This is an optimization exercise on Yosys and OpenROAD, whose aim is small area, not a production implementation. Function was checked by simulation only, so behaviour that the tests miss may differ from the original. Power is estimated from default activity; no workload was simulated.

### flow/run.sh
#!/bin/bash
# The standard ORFS layout, with these changes:
# - synthesis maps the logic with an area-oriented ABC script (flow/abc.script)
#   in place of ORFS's delay-oriented one; everything else in synthesis,
#   including the register mapping, is the standard synthesis;
# - clock tree synthesis without dummy loads, with clkbuf_8 clusters;
# - port buffers of the smallest buffer cell.
set -euo pipefail
here=$(pwd)
rm -rf "$here/scripts_abc"
cp -r "$FLOW_HOME/scripts" "$here/scripts_abc"
cp "$here/flow/abc.script" "$here/scripts_abc/abc_speed.script"
bash standard.sh SCRIPTS_DIR="$here/scripts_abc" synth > synth_flow.log 2>&1
export CTS_ARGS="-sink_clustering_enable -repair_clock_nets -buf_list sky130_fd_sc_hd__clkbuf_8 -sink_clustering_size 22 -sink_clustering_max_diameter 60 -dont_use_dummy_load"
export BUFFER_PORTS_ARGS="-buffer_cell sky130_fd_sc_hd__buf_1"
bash standard.sh finish > standard_flow.log 2>&1
### flow/abc.script
strash
dch -f
amap
topo
stime -c
### standard.sh
#!/bin/bash
# synth_recipe.tcl (not shown) runs the flow's synth.tcl, then flattens the netlist and writes it again
# the make line also repeats each setting of config.mk as NAME=value (left out here)
make -C /OpenROAD-flow-scripts/flow DESIGN_CONFIG=/design/flow/config.mk WORK_HOME=/design/flow/orfs CLKGATE_MAP_FILE= SYNTH_SCRIPT=/design/flow/synth_recipe.tcl "${@:-finish}"
### config.mk
export PLATFORM = sky130hd
export DESIGN_NAME = top_module
export DESIGN_NICKNAME = top_module
export VERILOG_FILES = /design/flow/design.v
export SDC_FILE = /design/flow/constraint.sdc
export NUM_CORES = 4
export LEC_CHECK = 0
export CAP_MARGIN = 20
export CORE_MARGIN = 2
export CORE_UTILIZATION = 70
export SLEW_MARGIN = 20
### constraint.sdc
create_clock -name core_clock -period 8.0 [get_ports {clk}]
set_input_delay 1.6000 -clock core_clock [delete_from_list [all_inputs] [get_ports {clk}]]
set_output_delay 1.6000 -clock core_clock [all_outputs]
set_load 0.01 [all_outputs]
### design.v
module spi_port (
    input wire clk,
    input wire rst,
    input wire spi_mosi,
    input wire spi_cs_n,
    output wire cap_now,           
    output wire nxt_a0,            
    output wire nxt_a1,            
    output reg [7:0] value,
    output wire a0,                
    output wire a1,                
    output wire lt8                
);
    reg [10:0] shift_reg;          
    reg [2:0] zeros;               
    reg cs_low_prev;
    reg [1:0] cls;                 
    wire nxt_lt8 = (zeros == 3'd5);
    assign nxt_a0  = nxt_lt8 & (shift_reg[10:8] == 3'd0);
    assign nxt_a1  = nxt_lt8 & (shift_reg[10:8] == 3'd1);
    assign cap_now = spi_cs_n & cs_low_prev;
    assign a0  = (cls == 2'd0);
    assign a1  = (cls == 2'd1);
    assign lt8 = (cls != 2'd3);
    always @(posedge clk) begin
        if (rst) begin
            shift_reg <= 11'b0;
            zeros <= 3'd5;
            cs_low_prev <= 1'b0;
            cls <= 2'd3;
        end else begin
            cs_low_prev <= ~spi_cs_n;
            if (!spi_cs_n) begin
                shift_reg <= {shift_reg[9:0], spi_mosi};
                if (shift_reg[10]) zeros <= 3'd0;
                else if (!nxt_lt8) zeros <= zeros + 3'd1;
            end else if (cs_low_prev) begin
                cls <= {~nxt_a0 & ~nxt_a1, ~nxt_a0 & (~nxt_lt8 | nxt_a1)};
            end
        end
    end
    always @(posedge clk)
        if (cap_now) value <= shift_reg[7:0];
endmodule
module config_memory (
    input wire clk,
    input wire rst,
    input wire cap_now,
    input wire nxt_a0,
    input wire nxt_a1,
    input wire [7:0] value,
    input wire a0,
    input wire a1,
    input wire lt8,
    output reg [7:0] ratio,
    output reg flen_gt1
);
    reg [7:0] mem0;
    reg mem1_gt1;
    wire val_gt1 = |value[7:1];
    always @(posedge clk) begin
        if (rst) begin
            mem0 <= 8'b0;
            mem1_gt1 <= 1'b0;
            ratio <= 8'b0;
            flen_gt1 <= 1'b0;
        end else begin
            if (a0) mem0 <= value;
            if (a1) mem1_gt1 <= val_gt1;
            if (cap_now) begin
                if (nxt_a0) ratio <= lt8 ? value : 8'b0;
                if (nxt_a1) flen_gt1 <= lt8 & val_gt1;
            end else begin
                if (a0) ratio <= mem0;
                if (a1) flen_gt1 <= mem1_gt1;
            end
        end
    end
endmodule
module decimator (
    input wire clk,
    input wire rst,
    input wire [7:0] ratio,
    input wire data_1,
    input wire data_2,
    output reg out_1,
    output reg out_2,
    output reg en
);
    reg [7:0] counter;
    reg dec_clk;
    wire r1 = (ratio == 8'd1);
    wire [8:0] next = {1'b0, counter} + 9'd1;
    wire hit = (ratio != 8'd0) && (next >= {1'b0, ratio});
    always @(posedge clk) begin
        if (rst) begin
            counter <= 8'b0;
            out_1 <= 1'b0;
            out_2 <= 1'b0;
            dec_clk <= 1'b0;
            en <= 1'b0;
        end else begin
            en <= 1'b0;
            if (r1) begin
                out_1 <= data_1;
                out_2 <= data_2;
            end else if (hit) begin
                counter <= 8'b0;
                out_1 <= data_1;
                out_2 <= data_2;
                dec_clk <= ~dec_clk;
                en <= ~dec_clk;
            end else begin
                counter <= next[7:0];
            end
        end
    end
endmodule
module buffer (
    input wire clk,
    input wire rst,
    input wire en,
    input wire data_1,
    input wire data_2,
    input wire flen_gt1,
    output reg [7:0] corr,
    output reg pos,
    output reg neg
);
    reg [255:0] stored_1;
    reg [255:0] stored_2;
    reg phase;
    reg [7:0] corr_neg;
    reg [7:0] corr_pos;
    wire [255:0] shift_reg_1 = stored_1 ^ {256{phase}};
    wire [255:0] shift_reg_2 = stored_2 ^ {256{phase}};
    wire sel   = en | rst;             
    wire sel_n = ~en | rst;            
    wire [255:0] next_1 = ~(({256{sel_n}} | {stored_1[254:0], data_1 ^ phase}) & ({256{sel}} | stored_1));
    wire [255:0] next_2 = ~(({256{sel_n}} | {stored_2[254:0], data_2 ^ phase}) & ({256{sel}} | stored_2));
    function [7:0] step(input [7:0] x, input up, input dn);
        integer i;
        reg u, d;
        begin
            u = up & ~dn;
            d = dn & ~up;
            for (i = 0; i < 8; i = i + 1) begin
                step[i] = x[i] ^ (u | d);
                u = u & x[i];
                d = d & ~x[i];
            end
        end
    endfunction
    always @(posedge clk) begin
        phase <= ~rst & ~phase;
        stored_1 <= next_1;
        stored_2 <= next_2;
    end
    wire en_sums = en & flen_gt1;
    always @(posedge clk) begin
        if (rst) begin
            corr_neg <= 8'b0;
            corr_pos <= 8'b0;
        end else begin
            corr_neg <= step(corr_neg, en_sums & (shift_reg_1[0] ^ data_2),
                             en_sums & (shift_reg_1[255] ^ shift_reg_2[254]));
            corr_pos <= step(corr_pos, en_sums & (data_1 ^ shift_reg_2[0]),
                             en_sums & (shift_reg_1[254] ^ shift_reg_2[255]));
        end
    end
    always @(posedge clk or posedge rst) begin
        if (rst) begin
            corr <= 8'b0;
            pos <= 1'b0;
            neg <= 1'b0;
        end else begin
            corr <= step(corr, en & (data_1 ^ data_2), en & (shift_reg_1[255] ^ shift_reg_2[255]));
            if (en) begin
                neg <= corr_neg < corr_pos;
                pos <= corr_pos < corr_neg;
            end
        end
    end
endmodule
module top_module(
    input wire clk,
    input wire rst,
    input wire spi_mosi,
    input wire spi_cs_n,
    input wire mic_data_1,
    input wire mic_data_2,
    output wire [7:0] out,
    output wire pos,
    output wire neg
);
    wire cap_now, nxt_a0, nxt_a1;
    wire [7:0] value;
    wire a0, a1, lt8;
    wire [7:0] ratio;
    wire flen_gt1;
    wire dec_1, dec_2, dec_en;
    spi_port u_spi_port (
        .clk(clk), .rst(rst), .spi_mosi(spi_mosi), .spi_cs_n(spi_cs_n),
        .cap_now(cap_now), .nxt_a0(nxt_a0), .nxt_a1(nxt_a1),
        .value(value), .a0(a0), .a1(a1), .lt8(lt8)
    );
    config_memory u_memory (
        .clk(clk), .rst(rst), .cap_now(cap_now), .nxt_a0(nxt_a0), .nxt_a1(nxt_a1),
        .value(value), .a0(a0), .a1(a1), .lt8(lt8),
        .ratio(ratio), .flen_gt1(flen_gt1)
    );
    decimator u_decimator (
        .clk(clk), .rst(rst), .ratio(ratio), .data_1(mic_data_1), .data_2(mic_data_2),
        .out_1(dec_1), .out_2(dec_2), .en(dec_en)
    );
    buffer u_buffer (
        .clk(clk), .rst(rst), .en(dec_en | (ratio == 8'd1)),
        .data_1(dec_1), .data_2(dec_2), .flen_gt1(flen_gt1),
        .corr(out), .pos(pos), .neg(neg)
    );
endmodule
==> metrics.csv, run 1 <==
metric,value,unit
reg2reg_depth,17,
yosysTopAreaCell,dfxtp_1,
via_per_inst,6.04,
hp-start,u_buffer.stored_2[101],
nets,1570,
seq_power_share,68.9,%
cts_tree,built,
min_period,4510,ps
status,finished clean,
clk_latency,570,ps
tightest_slew,970,ps
hold_viol_final,0,
ir_worst_vdd,0.220,mV
net-switching-power,1.13,mW
place_hpwl,15000,um
rsz0062_at_grt,no,
n_antenna_cell,0,
power,4.95,mW
die_h,161,um
critPathKind,in2reg,
post-route-period-util,56.4,%
io_pins,16,
fin_tns_setup,0,ps
routabilityCongestion,0.753,
pwr_density_cell,269,nW/um^2
routed_wl,26200,um
finalMaxSlewViolations,0,
floorplan.die_area,26000,sq um
initialDrtViolationCount,605,
post_cts_resized,0,
grt_overflow,0,
synth_area_leaders,"dfxtp_1 67%, o22ai_1 19%, ha_1 1.8%, nor2_1 1.8%, dfrtp_1 1.4%",
ys_seq_area_share,69.6,%
netlist_area,17300,sq um
syn_nets,1507,
drtPass1Iterations,4,
clkPwrFrac,24.0,%
grt_antenna_before_repair,0,
yosys_warnings,4,
fin_util,75.8,%
post-route-drc-count,0,
intPower,3.83,mW
cts-root-buf,clkbuf_8,
numCtsBuffers,35,
clk_path_buf_depth,3,
coreArea,24200,sq um
syn_to_final_growth,6.42,%
min_path_cells,1,
synthDistinctLibCells,31,
max_freq,222,MHz
cap_violations,0,
track_usage,20.4,%
endpoint_kind,register,
syn_inst,1476,
async_flop_share,1.68,%
avgSynthCellArea,11.7,sq um
cts_max_level,2,
p_leak,6.80,nW
yosysTopAreaCellShare,66.7,%
port_buffers,15,
setup_viol,0,
die_x,161,um
numClockSinks,594,
num_rows,57,
synthFlopType,dfxtp_1,
wl_per_cell,14.1,um
worstPathMaxFanout,159,
final_cell_mix,"576 x dfxtp_1, 524 x o22ai_1, 82 x nor2_1",
grt_max_degree,160,
clkTransAtPathRegs,110,ps
first_global_vias,10400,
synth-seq-cells,594,
grt_pass1_wl,46200,um
final_layout_size_suffix_gt1_share,3.19,%
r2r_start,u_memory.ratio[7],
swShare,22.8,%
hp-class,reg2reg,
via_count,11200,
post_cts_buffers,0,
critPathRequiredTime,8370,ps
comb_power_share,7.2,%
max_slew_margin,35.3,%
hold_buffers,0,
synth-edff-count,8,
drtAntennaViolNets,0,
crit_start,rst,
initial_core_util,71.3,%
worstPathArrival,4890,ps
startpoint_type,input pin,
skew,81.2,ps
layout_commonest_cell,dfxtp_1,
logic make-up (layout without fill, tap and decap cells):
kind of cell,count (synthesis),after routing,synth area share [%]
simple gates,153,153,3.76
flops,594,594,69.6
buf+inv,66,127,1.43
compound gates,638,638,23.4
fa+ha+maj,25,25,1.81
cell usage after synthesis, types with 2 or more instances:
master and count:
and3_1 5, a21oi_1 25, nand3_1 6, nand4_1 3, o22ai_1 524, edfxtp_1 8, a21o_1 2, ha_1 25
a211oi_1 11, clkinv_1 66, dfxtp_1 576, dfrtp_1 10, a22oi_1 29, nand2_1 34, nor2_1 82, a221oi_1 11
nor2b_1 8, o21a_1 3, a31o_1 2, or2_0 4, o221ai_1 5, o21ai_0 21, nor3_1 8
area by class of cell:
| cell class | count | area, sq um |
|---|---|---|
| sequential | 594 | 12000 |
| clock buffer | 35 | 482 |
| timing repair buffer | 26 | 190 |
| multi-input combinational | 816 | 5040 |
| fill | 1686 | 5860 |
| tap | 324 | 405 |
| inverter | 66 | 248 |
per-layer routing:
layer / track usage [%] / part of all wire [%]
met2: 33.4 / 44
met4: 5.19 / 1.7
met5: 0 / 0
met3: 2.98 / 2.4
met1: 28.8 / 52
power groups by stage:
stage	registers [mW]	logic [mW]	clock network, mW
5_1_grt	3.45	0.403	1.34
4_1_cts	3.41	0.357	1.23
2_1_floorplan	3.45	0.293	0
6_report	3.41	0.355	1.19
3_5_place_dp	3.48	0.356	0
3_3_place_gp	3.47	0.337	0
critical path: stages:
cell and delay (ps):
clkbuf_2 80, buf_4 480, clkinv_1 850, nand2_8 950
buf_12 510, o22ai_1 150
final timing paths:
check | slack [ps] | end
setup / recovery | 3490 | u_buffer.stored_2[164]
hold / removal | 410 | u_buffer.stored_2[102]
setup reg to reg | 4470 | u_buffer.corr[7]
hold reg to reg | 410 | u_buffer.stored_2[102]
max in group asynchronous | 6070 | u_buffer.corr[0]
min in group asynchronous | 1510 | u_buffer.corr[1]
stage by stage:
stage | instance area, sq um | instances | setup slack [ps] | hold slack, ps
global route | 18400 | 1861 | 3170 | 419
floorplan | 17300 | 1476 | 786 | 410
finish | 18400 | 1861 | 3490 | 406
detailed placement | 17900 | 1826 | 3020 | 424
CTS | 18400 | 1861 | 3580 | 408
global placement | 17900 | 1826 | 3070 | 420
==> run 2: changes to the inputs <==
--- a/design.v
+++ b/design.v
@@ -22,12 +22,13 @@
     assign a0  = (cls == 2'd0);
     assign a1  = (cls == 2'd1);
     assign lt8 = (cls != 2'd3);
-    always @(posedge clk) begin
+    always @(posedge clk or posedge rst) begin
         if (rst) begin
             shift_reg <= 11'b0;
             zeros <= 3'd5;
             cs_low_prev <= 1'b0;
-            cls <= 2'd3;
+            value <= 8'b0;
+            cls <= 2'd0;
         end else begin
             cs_low_prev <= ~spi_cs_n;
             if (!spi_cs_n) begin
@@ -35,12 +36,11 @@
                 if (shift_reg[10]) zeros <= 3'd0;
                 else if (!nxt_lt8) zeros <= zeros + 3'd1;
             end else if (cs_low_prev) begin
+                value <= shift_reg[7:0];
                 cls <= {~nxt_a0 & ~nxt_a1, ~nxt_a0 & (~nxt_lt8 | nxt_a1)};
             end
         end
     end
-    always @(posedge clk)
-        if (cap_now) value <= shift_reg[7:0];
 endmodule
 module config_memory (
     input wire clk,
@@ -58,7 +58,7 @@
     reg [7:0] mem0;
     reg mem1_gt1;
     wire val_gt1 = |value[7:1];
-    always @(posedge clk) begin
+    always @(posedge clk or posedge rst) begin
         if (rst) begin
             mem0 <= 8'b0;
             mem1_gt1 <= 1'b0;
@@ -92,7 +92,7 @@
     wire r1 = (ratio == 8'd1);
     wire [8:0] next = {1'b0, counter} + 9'd1;
     wire hit = (ratio != 8'd0) && (next >= {1'b0, ratio});
-    always @(posedge clk) begin
+    always @(posedge clk or posedge rst) begin
         if (rst) begin
             counter <= 8'b0;
             out_1 <= 1'b0;
@@ -127,17 +127,22 @@
     output reg pos,
     output reg neg
 );
-    reg [255:0] stored_1;
-    reg [255:0] stored_2;
-    reg phase;
+    reg [255:0] shift_reg_1;
+    reg [255:0] shift_reg_2;
+    reg seen, full;
+    reg [7:0] lfsr;
+    wire lfsr_home = (lfsr == 8'h01);
     reg [7:0] corr_neg;
     reg [7:0] corr_pos;
-    wire [255:0] shift_reg_1 = stored_1 ^ {256{phase}};
-    wire [255:0] shift_reg_2 = stored_2 ^ {256{phase}};
-    wire sel   = en | rst;             
-    wire sel_n = ~en | rst;            
-    wire [255:0] next_1 = ~(({256{sel_n}} | {stored_1[254:0], data_1 ^ phase}) & ({256{sel}} | stored_1));
-    wire [255:0] next_2 = ~(({256{sel_n}} | {stored_2[254:0], data_2 ^ phase}) & ({256{sel}} | stored_2));
+    wire v0   = seen;
+    wire v255 = full;
+    wire v254 = full | (seen & lfsr_home);
+    wire n1_0   = v0 & shift_reg_1[0];
+    wire n2_0   = v0 & shift_reg_2[0];
+    wire o1_255 = v255 & shift_reg_1[255];
+    wire o2_255 = v255 & shift_reg_2[255];
+    wire o1_254 = v254 & shift_reg_1[254];
+    wire o2_254 = v254 & shift_reg_2[254];
     function [7:0] step(input [7:0] x, input up, input dn);
         integer i;
         reg u, d;
@@ -152,33 +157,32 @@
         end
     endfunction
     always @(posedge clk) begin
-        phase <= ~rst & ~phase;
-        stored_1 <= next_1;
-        stored_2 <= next_2;
-    end
-    wire en_sums = en & flen_gt1;
-    always @(posedge clk) begin
-        if (rst) begin
+        if (en) begin
+            shift_reg_1 <= {shift_reg_1[254:0], data_1};
+            shift_reg_2 <= {shift_reg_2[254:0], data_2};
+        end
+    end
+    always @(posedge clk or posedge rst) begin
+        if (rst) begin
+            seen <= 1'b0;
+            full <= 1'b0;
+            lfsr <= 8'h01;
+            corr <= 8'b0;
             corr_neg <= 8'b0;
             corr_pos <= 8'b0;
-        end else begin
-            corr_neg <= step(corr_neg, en_sums & (shift_reg_1[0] ^ data_2),
-                             en_sums & (shift_reg_1[255] ^ shift_reg_2[254]));
-            corr_pos <= step(corr_pos, en_sums & (data_1 ^ shift_reg_2[0]),
-                             en_sums & (shift_reg_1[254] ^ shift_reg_2[255]));
-        end
-    end
-    always @(posedge clk or posedge rst) begin
-        if (rst) begin
-            corr <= 8'b0;
             pos <= 1'b0;
             neg <= 1'b0;
-        end else begin
-            corr <= step(corr, en & (data_1 ^ data_2), en & (shift_reg_1[255] ^ shift_reg_2[255]));
-            if (en) begin
-                neg <= corr_neg < corr_pos;
-                pos <= corr_pos < corr_neg;
-            end
+        end else if (en) begin
+            seen <= 1'b1;
+            if (v254) full <= 1'b1;
+            lfsr <= {lfsr[6:0], lfsr[7] ^ lfsr[5] ^ lfsr[4] ^ lfsr[3]};
+            corr <= step(corr, data_1 ^ data_2, o1_255 ^ o2_255);
+            if (flen_gt1) begin
+                corr_neg <= step(corr_neg, n1_0 ^ data_2, o1_255 ^ o2_254);
+                corr_pos <= step(corr_pos, data_1 ^ n2_0, o1_254 ^ o2_255);
+            end
+            neg <= corr_neg < corr_pos;
+            pos <= corr_pos < corr_neg;
         end
     end
 endmodule
==> flow/run.sh (replaced) <==
#!/bin/bash
# The standard ORFS layout, with these changes: clock tree synthesis
# without dummy loads and with clkbuf_8 clusters of up to 20 sinks, port
# buffers of the smallest buffer cell, and power recovery (downsizing off
# the critical paths) after global routing, followed by a slew repair.
set -euo pipefail
here=$(pwd)
export CTS_ARGS="-sink_clustering_enable -repair_clock_nets -buf_list sky130_fd_sc_hd__clkbuf_8 -sink_clustering_size 20 -sink_clustering_max_diameter 60 -dont_use_dummy_load"
export BUFFER_PORTS_ARGS="-buffer_cell sky130_fd_sc_hd__buf_1"
export RECOVER_POWER=100
export POST_GLOBAL_ROUTE_TCL="$here/flow/post_grt.tcl"
bash standard.sh finish > standard_flow.log 2>&1
==> flow/post_grt.tcl (new file) <==
# After power recovery has downsized cells off the critical paths, fix
# any slew or capacitance it broke, then refresh the route guides.
log_cmd estimate_parasitics -global_routing
log_cmd global_route -start_incremental
log_cmd repair_design -slew_margin 20 -cap_margin 20 -verbose
log_cmd detailed_placement
log_cmd global_route -end_incremental
log_cmd estimate_parasitics -global_routing
report_check_types -max_slew -max_capacitance -violators
write_guides $::env(RESULTS_DIR)/route.guide
removed: flow/abc.script
==> run 2 against run 1 <==
  * Total power grew 29%
  * Fmax grew 19%
  * Global-route usage shrank 3.6 points
  * Clock skew shrank 16 ps
  * Critical path type unchanged
  * Largest power group unchanged
==> metrics.csv, run 2 <==
metric,value,unit
synth_area_leaders,"edfxtp_1 77%, dfrtp_1 11%, mux2_2 1.6%, ha_1 1.6%, xnor2_1 1.2%",
syn_nets,992,
final_layout_size_suffix_gt1_share,7.92,%
synthFlopType,edfxtp_1,
skew,65.4,ps
syn_inst,961,
routed_wl,24700,um
pwr_density_cell,302,nW/um^2
route.met2.wl,11400,um
clkTransAtPathRegs,100,ps
synth_most_common_cell,edfxtp_1,
comb_power_share,16.0,%
status,finished clean,
wl_per_cell,17.8,um
intPower,4.69,mW
endpoint_kind,register,
coreArea,28000,sq um
via_per_inst,5.69,
hold_buffers,0,
netlist_area,20100,sq um
initial_core_util,71.6,%
worstPathArrival,4230,ps
routed.top_layer,met4,
wl_met3,974,um
worstPathMaxFanout,23,
fin_tns_setup,0,ps
swShare,26.5,%
max_freq,264,MHz
drtPass1Iterations,5,
critPathRequiredTime,8440,ps
synthAdderAreaFrac,1.56,%
io_pins,16,
via_count,7892,
die_h,173,um
finalMaxSlewViolations,0,
cap_violations,0,
cts-root-buf,clkbuf_8,
post-route-period-util,47.4,%
num_rows,61,
fillCellCount,1484,
synth-simple-area-share,3.56,%
yosys_warnings,4,
numCtsBuffers,38,
synthDistinctLibCells,49,
tightest_slew,986,ps
n_antenna_cell,0,
avgSynthCellArea,20.9,sq um
layout_commonest_cell,edfxtp_1,
floorplan.die_area,30000,sq um
grt_pass1_wl,40000,um
post-route-drc-count,0,
ir_worst_vdd,0.228,mV
port_buffers,15,
hold_slack,398,ps
setup_viol,0,
clkPwrFrac,19.2,%
wl_met1,11900,um
synth_mux_area_share,1.87,%
grt_overflow,0,
synth.top_cells.by_count,"512 x edfxtp_1, 88 x dfrtp_1, 62 x nand2_1",
net-switching-power,1.69,mW
async_flop_share,15.1,%
post_cts_buffers,0,
synth-seq-cells,603,
track_usage,16.7,%
clk_latency,560,ps
p_leak,5.73,nW
yosysTopAreaCell,edfxtp_1,
drtAntennaViolNets,0,
hold_viol_final,0,
die_x,173,um
grt_max_degree,209,
final_cell_mix,"512 x edfxtp_1, 88 x dfrtp_1, 62 x nand2_1",
min_period,3790,ps
synth_top_family_by_area,simple AND/OR/NAND/NOR gates,
nets,1043,
synthXorXnorAreaFrac,1.92,%
initialDrtViolationCount,682,
yosysTopAreaCellShare,76.7,%
first_global_vias,7726,
cts_tree,built,
clk_path_buf_depth,3,
post_cts_resized,0,
hp-class,reg2reg,
grt_antenna_before_repair,0,
syn_to_final_growth,5.35,%
place_hpwl,12900,um
synth-edff-count,512,
cts_max_level,2,
max_slew_margin,34.3,%
numClockSinks,603,
critPathKind,in2reg,
synth-compound-area-share,2.23,%
routabilityCongestion,0.784,
ys_seq_area_share,88.1,%
startpoint_type,input pin,
seq_power_share,64.8,%
## run 2: changes by cell type in the layout (fill, tap and decap cells not counted), sizes merged, moves of 19 or more
cell / before / now
clkinv: 66 / 1
nand2: 34 / 62
a22oi: 29 / 10
o22ai: 524 / 0
dfrtp: 10 / 88
inv: 0 / 26
mux2: 0 / 28
edfxtp: 8 / 512
nor2: 82 / 41
xnor2: 0 / 27
dfxtp: 576 / 0
## run 2: worst paths after layout
| path | start | endpoint | slack [ps] | depth (start not counted) |
|---|---|---|---|---|
| setup / recovery | spi_cs_n | u_memory.ratio[4] | 4210 | 6 |
| hold / removal | u_buffer.shift_reg_1[103] | u_buffer.shift_reg_1[104] | 400 | 0 |
| setup reg to reg | u_memory.ratio[4] | u_buffer.corr[7] | 4940 | 7 |
| hold reg to reg | u_buffer.shift_reg_1[103] | u_buffer.shift_reg_1[104] | 400 | 0 |
| max in group asynchronous | rst | u_buffer.corr[2] | 6130 | 3 |
| min in group asynchronous | rst | u_spi_port.cls[0] | 1310 | 3 |
## run 2: critical path: stages
cell and delay [ps]:
clkbuf_1 560, nand2_1 680, nor4_1 590, a22o_1 520, nor2_1 120, a21oi_1 160
## run 2: area by class of cell
class | instances | area [sq um] | share of cell area [%]
Tap cell | 378 | 473 | 2.24
Multi-Input combinational cell | 320 | 2190 | 10.4
Sequential cell | 603 | 17700 | 83.6
Clock buffer | 38 | 523 | 2.48
Inverter | 28 | 133 | 0.628
Timing Repair Buffer | 21 | 145 | 0.687
## run 2: per-stage QoR
step                      power (mW)  cell area (sq um)  instances  util [%]  setup slack, ps
final                           6.38              21100       1388      75.4             4210
after detailed placement        5.24              20600       1348      73.5             3880
after CTS                       6.44              21100       1386      75.4             4430
after global placement          5.15              20600       1348      73.5             4150
after floorplan                 5.14              20100        961         -              354
## run 2: cell families after synthesis
kind of cell / Yosys count
multiplexers: 34
AO/OA/AOI/OAI: 67
adder cells (fa/ha/maj): 25
buffers and inverters: 38
flip-flops: 603
XOR/XNOR: 44
AND/OR/NAND/NOR: 150
## run 2: routing by layer
layer  up-vias  track usage [%]
li1       3685                -
met1      4026             26.4
met2       148             25.0
met3        33             3.03
met4         0             4.56
met5         -                0
## run 2: power by group through the flow
| stage | clock [mW] | combinational [mW] | sequential, mW |
|---|---|---|---|
| after floorplan | 0 | 0.789 | 4.35 |
| after global placement | 0 | 0.956 | 4.19 |
| after detailed placement | 0 | 1.04 | 4.20 |
| after CTS | 1.28 | 1.02 | 4.14 |
| final | 1.22 | 1.02 | 4.13 |

separate check: timing with driven ports:
The results above use ideal ports. As a check the final layouts listed here were re-extracted and re-timed, cells and wires unchanged. Step 1, drivers: a clkbuf_16 drives clk and a buf_2 each remaining input, both assumed. Step 2 adds t to the input delays and takes it off the output delays; t is the mean of the earliest and latest rising clock arrival at the registers after step 1. Input paths then give back, and output paths get back, about the clock's delay inside the block. Slacks: ideal / step 1 / step 2; pairs: ideal / step 1.
run	t, ns	slack for setup (ns)	clock arrival spread, ns	worst data-port slew with drivers (ns)
run 1	0.572	3.488 / 3.509 / 2.937	0.081 / 0.082	0.03
run 2	0.568	4.211 / 4.220 / 3.652	0.065 / 0.065	0.03
After both steps every run listed still meets setup and hold. For run 2, which loses most, drivers alone change the setup slack by +0.009 ns; drivers and shift together by -0.559 ns.
